Background: an optimization exercise with open tools, aiming at small area and a short achievable clock period. Do not read the settings as production practice.
RTL that was checked went through simulation tests only; none was proved equivalent to the original.

## MrSimSimulation
module MrSimSimulation(input clk, input reset,
    input [63:0] io_enq_dat,
    input  io_enq_val,
    output io_enq_rdy,
    output[63:0] io_deq_dat,
    output io_deq_val,
    input  io_deq_rdy
);
Size: roughly 1300 cells after synthesis, roughly 190 flip-flops, roughly 0.015 mm^2 of cells after synthesis.
Settings: LEC_CHECK=0, CAP_MARGIN=20, CORE_MARGIN=2, CORE_UTILIZATION=40, PLACE_DENSITY=0.6, SLEW_MARGIN=20, SYNTH_HIERARCHICAL=1, SYNTH_MINIMUM_KEEP_SIZE=0; clock period 17.0 ns.
standard.sh (not shown) runs the stock make flow with config.mk's settings and CLKGATE_MAP_FILE= SYNTH_SCRIPT=/design/flow/synth_recipe.tcl, a recipe that flattens the netlist after the stock synthesis.
==> flow/flow/run.sh <==
#!/bin/bash
# Standard synthesis, then the standard layout with the resizer aiming for a setup slack margin,
# small port buffers and a smaller clock tree.
set -euo pipefail
bash standard.sh synth > synth.log 2>&1
bash standard.sh SETUP_SLACK_MARGIN=12.3 BUFFER_PORTS_ARGS='-buffer_cell sky130_fd_sc_hd__buf_1' 'CTS_ARGS=-sink_clustering_enable -repair_clock_nets -dont_use_dummy_load -buf_list sky130_fd_sc_hd__clkbuf_16 -sink_clustering_size 30 -sink_clustering_max_diameter 100' finish > layout.log 2>&1
The baseline finished with timing, DRC and antenna clean.
Then changed:
==> flow/flow/run.sh (replaced) <==
#!/bin/bash
# Standard synthesis, then the standard layout with the resizer aiming for a setup slack margin,
# small port buffers and a smaller clock tree.
set -euo pipefail
bash standard.sh synth > synth.log 2>&1
bash standard.sh SETUP_SLACK_MARGIN=12.4 BUFFER_PORTS_ARGS='-buffer_cell sky130_fd_sc_hd__buf_1' 'CTS_ARGS=-sink_clustering_enable -repair_clock_nets -dont_use_dummy_load -buf_list sky130_fd_sc_hd__clkbuf_16 -sink_clustering_size 30 -sink_clustering_max_diameter 100' finish > layout.log 2>&1
PLACE_DENSITY = 0.75   (was 0.6)
=>
- maximum frequency goes up by 1.7%
- utilization goes up by 0.60 points
- synthesized cell count stays the same
- final cell count came out higher by 0.59%
- die area does not change
- wire length drops by 1.5%
- sequential cell count stays the same
- via count increases by 3.6%
- cell area goes up by 1.3%
- setup slack gets better by 80 ps
Then changed:
==> flow/flow/run.sh (replaced) <==
#!/bin/bash
# Standard synthesis, then the standard layout with the resizer aiming for a setup slack margin,
# small port buffers and a smaller clock tree.
set -euo pipefail
bash standard.sh synth > synth.log 2>&1
bash standard.sh SETUP_SLACK_MARGIN=12.4 BUFFER_PORTS_ARGS='-buffer_cell sky130_fd_sc_hd__buf_1' 'CTS_ARGS=-sink_clustering_enable -repair_clock_nets -dont_use_dummy_load -buf_list sky130_fd_sc_hd__clkbuf_16 -sink_clustering_size 30 -sink_clustering_max_diameter 140' finish > layout.log 2>&1
PLACE_DENSITY = 0.6   (was 0.75)
Outcome: Critical path depth stays the same; synthesized area stays the same; routed wire length went up by 4.5%; fmax went up by 0.80%; utilization stays flat; clock skew went up by 8.6 ps; worst hold slack got worse by 17 ps.

---

job 5302:
MrSimSimulation, a different RTL version from the one above (not shown whole).
Size in the first run: about 230 flip-flops, roughly 130 I/O pins.
export LEC_CHECK = 0
export CAP_MARGIN = 20
export CORE_MARGIN = 2
export CORE_UTILIZATION = 40
export PLACE_DENSITY = 0.6
export SLEW_MARGIN = 20
export SYNTH_HIERARCHICAL = 1
export SYNTH_MINIMUM_KEEP_SIZE = 0
create_clock -name core_clock -period 17.0 [get_ports {clk}]
==> flow/flow/run.sh <==
#!/bin/bash
# Standard synthesis, then the standard layout with the resizer aiming for a setup slack margin.
set -euo pipefail
bash standard.sh synth > synth.log 2>&1
bash standard.sh SETUP_SLACK_MARGIN=12.5  finish > layout.log 2>&1
Job 5302 completed every stage of the flow, and the final layout passed the timing, design-rule and antenna checks.
Input changes introduced in job 5408 (baseline for comparison: job 5302):
Settings: an added CTS_CLUSTER_SIZE of 40; an added CTS_BUF_LIST of sky130_fd_sc_hd__clkbuf_8.
Results
Compared with job 5302, job 5408 shows a relative max-transition margin that is 3.5 points lower. Number of cells in the finished layout apart from fillers up 27 in job 5408 wrt job 5302. Via count, job 5408 and job 5302: lower on job 5302. Against job 5302, job 5408 comes in 0.25 points higher on global routing usage summed across all routing layers. Going from job 5302 to job 5408, first-iteration DRC count shows an increase of 3.8%. Job 5408 ends up with higher global-route wire length before repair than job 5302 does.
The following lists how job 1888 was set up differently from job 5408:
==> flow/flow/run.sh <==
#!/bin/bash
# Standard synthesis, then the standard layout with the resizer aiming for a setup slack margin
# and small port buffers.
set -euo pipefail
bash standard.sh synth > synth.log 2>&1
bash standard.sh SETUP_SLACK_MARGIN=12.5 BUFFER_PORTS_ARGS='-buffer_cell sky130_fd_sc_hd__buf_1'  finish > layout.log 2>&1
## What came out
Job 1888 reached the final stage; the timing, design-rule and antenna checks on its layout passed. [compare] base=job 5408 new=job 1888: achievable frequency climbed about 0.5%, post-route minimum period went down by 22 ps, post-CTS setup repair buffer count dropped 17, met1 wire length moved down.
Inputs modified between job 1888 and job 4394:
Settings: clearing CTS_CLUSTER_SIZE, which used to be 40; clearing CTS_BUF_LIST, which used to be sky130_fd_sc_hd__clkbuf_8.
==> flow/flow/run.sh <==
#!/bin/bash
# Standard synthesis, then the standard layout with the resizer aiming for a setup slack margin.
set -euo pipefail
bash standard.sh synth > synth.log 2>&1
bash standard.sh SETUP_SLACK_MARGIN=12.5 BUFFER_PORTS_ARGS='-buffer_cell sky130_fd_sc_hd__buf_1' finish > layout.log 2>&1
==> comparison <==
Job 1888 and job 4394 all finish clean.
Summary of job 4394 over job 1888: share of the cycle needed by the critical path after routing decreased by 0.19 points relative to the old numbers; count of instances resized after the clock tree is built increased by about 3% relative to the old numbers.
Job 4394 vs job 1888 — clock buffer count in the final layout dropped about 35%.
No functional check of the RTL was part of any run of this note.

---

run 1:
MrSimSimulation, a different RTL version from the one above (not shown whole).
For scale: roughly 190 flip-flops, ~130 I/O pins, roughly 15,000 um^2 of cells after synthesis.
export LEC_CHECK = 0
export CAP_MARGIN = 20
export CORE_MARGIN = 2
export CORE_UTILIZATION = 40
export PLACE_DENSITY = 0.6
export SLEW_MARGIN = 20
export SYNTH_HIERARCHICAL = 1
export SYNTH_MINIMUM_KEEP_SIZE = 0
create_clock -name core_clock -period 17.0 [get_ports {clk}]
==> flow/flow/run.sh <==
#!/bin/bash
# Standard synthesis, then the standard layout with the resizer aiming for a setup slack margin,
# small port buffers and a smaller clock tree.
set -euo pipefail
bash standard.sh synth > synth.log 2>&1
bash standard.sh SETUP_SLACK_MARGIN=12.45 BUFFER_PORTS_ARGS='-buffer_cell sky130_fd_sc_hd__buf_1' 'CTS_ARGS=-sink_clustering_enable -repair_clock_nets -dont_use_dummy_load -buf_list sky130_fd_sc_hd__clkbuf_16 -sink_clustering_size 30 -sink_clustering_max_diameter 100' finish > layout.log 2>&1
Run 1 completed every stage of the flow, and the final layout passed the timing, design-rule and antenna checks.
Input-level comparison between run 2 and run 1:
==> flow/flow/run.sh <==
#!/bin/bash
# Standard synthesis, then the standard layout with the resizer aiming for a setup slack margin,
# small port buffers and a smaller clock tree.
set -euo pipefail
bash standard.sh synth > synth.log 2>&1
bash standard.sh SETUP_SLACK_MARGIN=12.35 BUFFER_PORTS_ARGS='-buffer_cell sky130_fd_sc_hd__buf_1' 'CTS_ARGS=-sink_clustering_enable -repair_clock_nets -dont_use_dummy_load -buf_list sky130_fd_sc_hd__clkbuf_16 -sink_clustering_size 30 -sink_clustering_max_diameter 100 -sink_clustering_levels 1' finish > layout.log 2>&1
### Flow results
Run 2 ends up with a global-route usage that is 0.58 points higher than in run 1.
Relative to run 1, the final cell area reported for run 2 is lower.
[inputs] run 3 vs run 2
==> flow/flow/run.sh <==
#!/bin/bash
# Standard synthesis, then the standard layout with the resizer aiming for a setup slack margin,
# small port buffers and a smaller clock tree.
set -euo pipefail
bash standard.sh synth > synth.log 2>&1
bash standard.sh SETUP_SLACK_MARGIN=12.35 BUFFER_PORTS_ARGS='-buffer_cell sky130_fd_sc_hd__buf_1' 'CTS_ARGS=-sink_clustering_enable -repair_clock_nets -dont_use_dummy_load -buf_list sky130_fd_sc_hd__clkbuf_16 -sink_clustering_size 30 -sink_clustering_max_diameter 100 -sink_clustering_levels 2' finish > layout.log 2>&1
--- outcome ---
Run 3 -> run 2: clock net sink count flat. Summary of run 3 over run 2: total negative slack closely matched the old numbers; routed wire length neither gained nor lost much; setup slack saw little to no change; synthesized cell count stayed essentially flat; detailed-route via count roughly the same. Run 3 against run 2: count of clock-buffer cells in the layout was more or less identical. From run 3 to run 2, met2 wire length did not move at all. Diff run 2..run 3 | number of global-route vias before repair | unchanged.
[inputs] run 4 vs run 3
==> flow/flow/run.sh <==
#!/bin/bash
# Standard synthesis, then the standard layout with the resizer aiming for a setup slack margin,
# small port buffers and a smaller clock tree.
set -euo pipefail
bash standard.sh synth > synth.log 2>&1
bash standard.sh SETUP_SLACK_MARGIN=12.35 BUFFER_PORTS_ARGS='-buffer_cell sky130_fd_sc_hd__buf_1' 'CTS_ARGS=-sink_clustering_enable -repair_clock_nets -dont_use_dummy_load -buf_list sky130_fd_sc_hd__clkbuf_16 -sink_clustering_size 30 -sink_clustering_max_diameter 100 -distance_between_buffers 300 -branching_point_buffers_distance 300' finish > layout.log 2>&1
[summary]
On clock-pin slew reported for the worst setup and hold paths after clock tree synthesis, run 3 tracks run 4 almost exactly.
Count of non-CTS inverters in the layout: run 4 vs run 3 identical
On sequential share of layout area, run 4 and run 3 are neck and neck.
From run 3 to run 4 the numbers moved as follows: final-layout fill cell count essentially unchanged; die area has remained practically unchanged; final non-filler cell area flat.
Delta (run 4 minus run 3): final setup slack of the worst path lost 0.024 ns, global-route usage neither gained nor lost much.

==> port drivers added, routing unchanged <==
No port has a modelled driver above. Below, the same layouts with a new extraction and two added sets of constraints. Step 1, drivers: a clkbuf_16 drives clk and a buf_2 each remaining input, both assumed. Step 2, shift: input delay + t, output delay - t, t = (earliest + latest rising clock arrival at the registers) / 2. This alone moves slack from input paths to output paths. a / b / c = no drivers / after step 1 / after step 2; a / b = the first two.
run | t, ns | slack for setup (ns) | clock arrival spread, ns
the first run of note 1 | 0.474 | 12.311 / 12.311 / 11.940 | 0.026 / 0.025
the second run of note 1 | 0.469 | 12.390 / 12.379 / 11.911 | 0.027 / 0.027
the third run of note 1 | 0.482 | 12.427 / 12.433 / 11.964 | 0.035 / 0.035
job 5302 | 0.587 | 12.474 / 12.422 / 11.930 | 0.026 / 0.025
job 5408 | 0.600 | 12.449 / 12.398 / 11.925 | 0.023 / 0.022
job 1888 | 0.601 | 12.472 / 12.423 / 11.946 | 0.037 / 0.037
job 4394 | 0.591 | 12.504 / 12.450 / 11.990 | 0.019 / 0.019
run 1 | 0.467 | 12.467 / 12.466 / 11.999 | 0.033 / 0.034
run 2 | 0.466 | 12.428 / 12.448 / 11.983 | 0.031 / 0.031
run 3 | 0.466 | 12.428 / 12.448 / 11.983 | 0.031 / 0.031
run 4 | 0.472 | 12.404 / 12.427 / 11.955 | 0.034 / 0.034
After both steps setup and hold are still met in every run listed. The setup slack of job 5302, which loses most, moves by -0.052 ns with the drivers and by -0.544 ns with both steps.
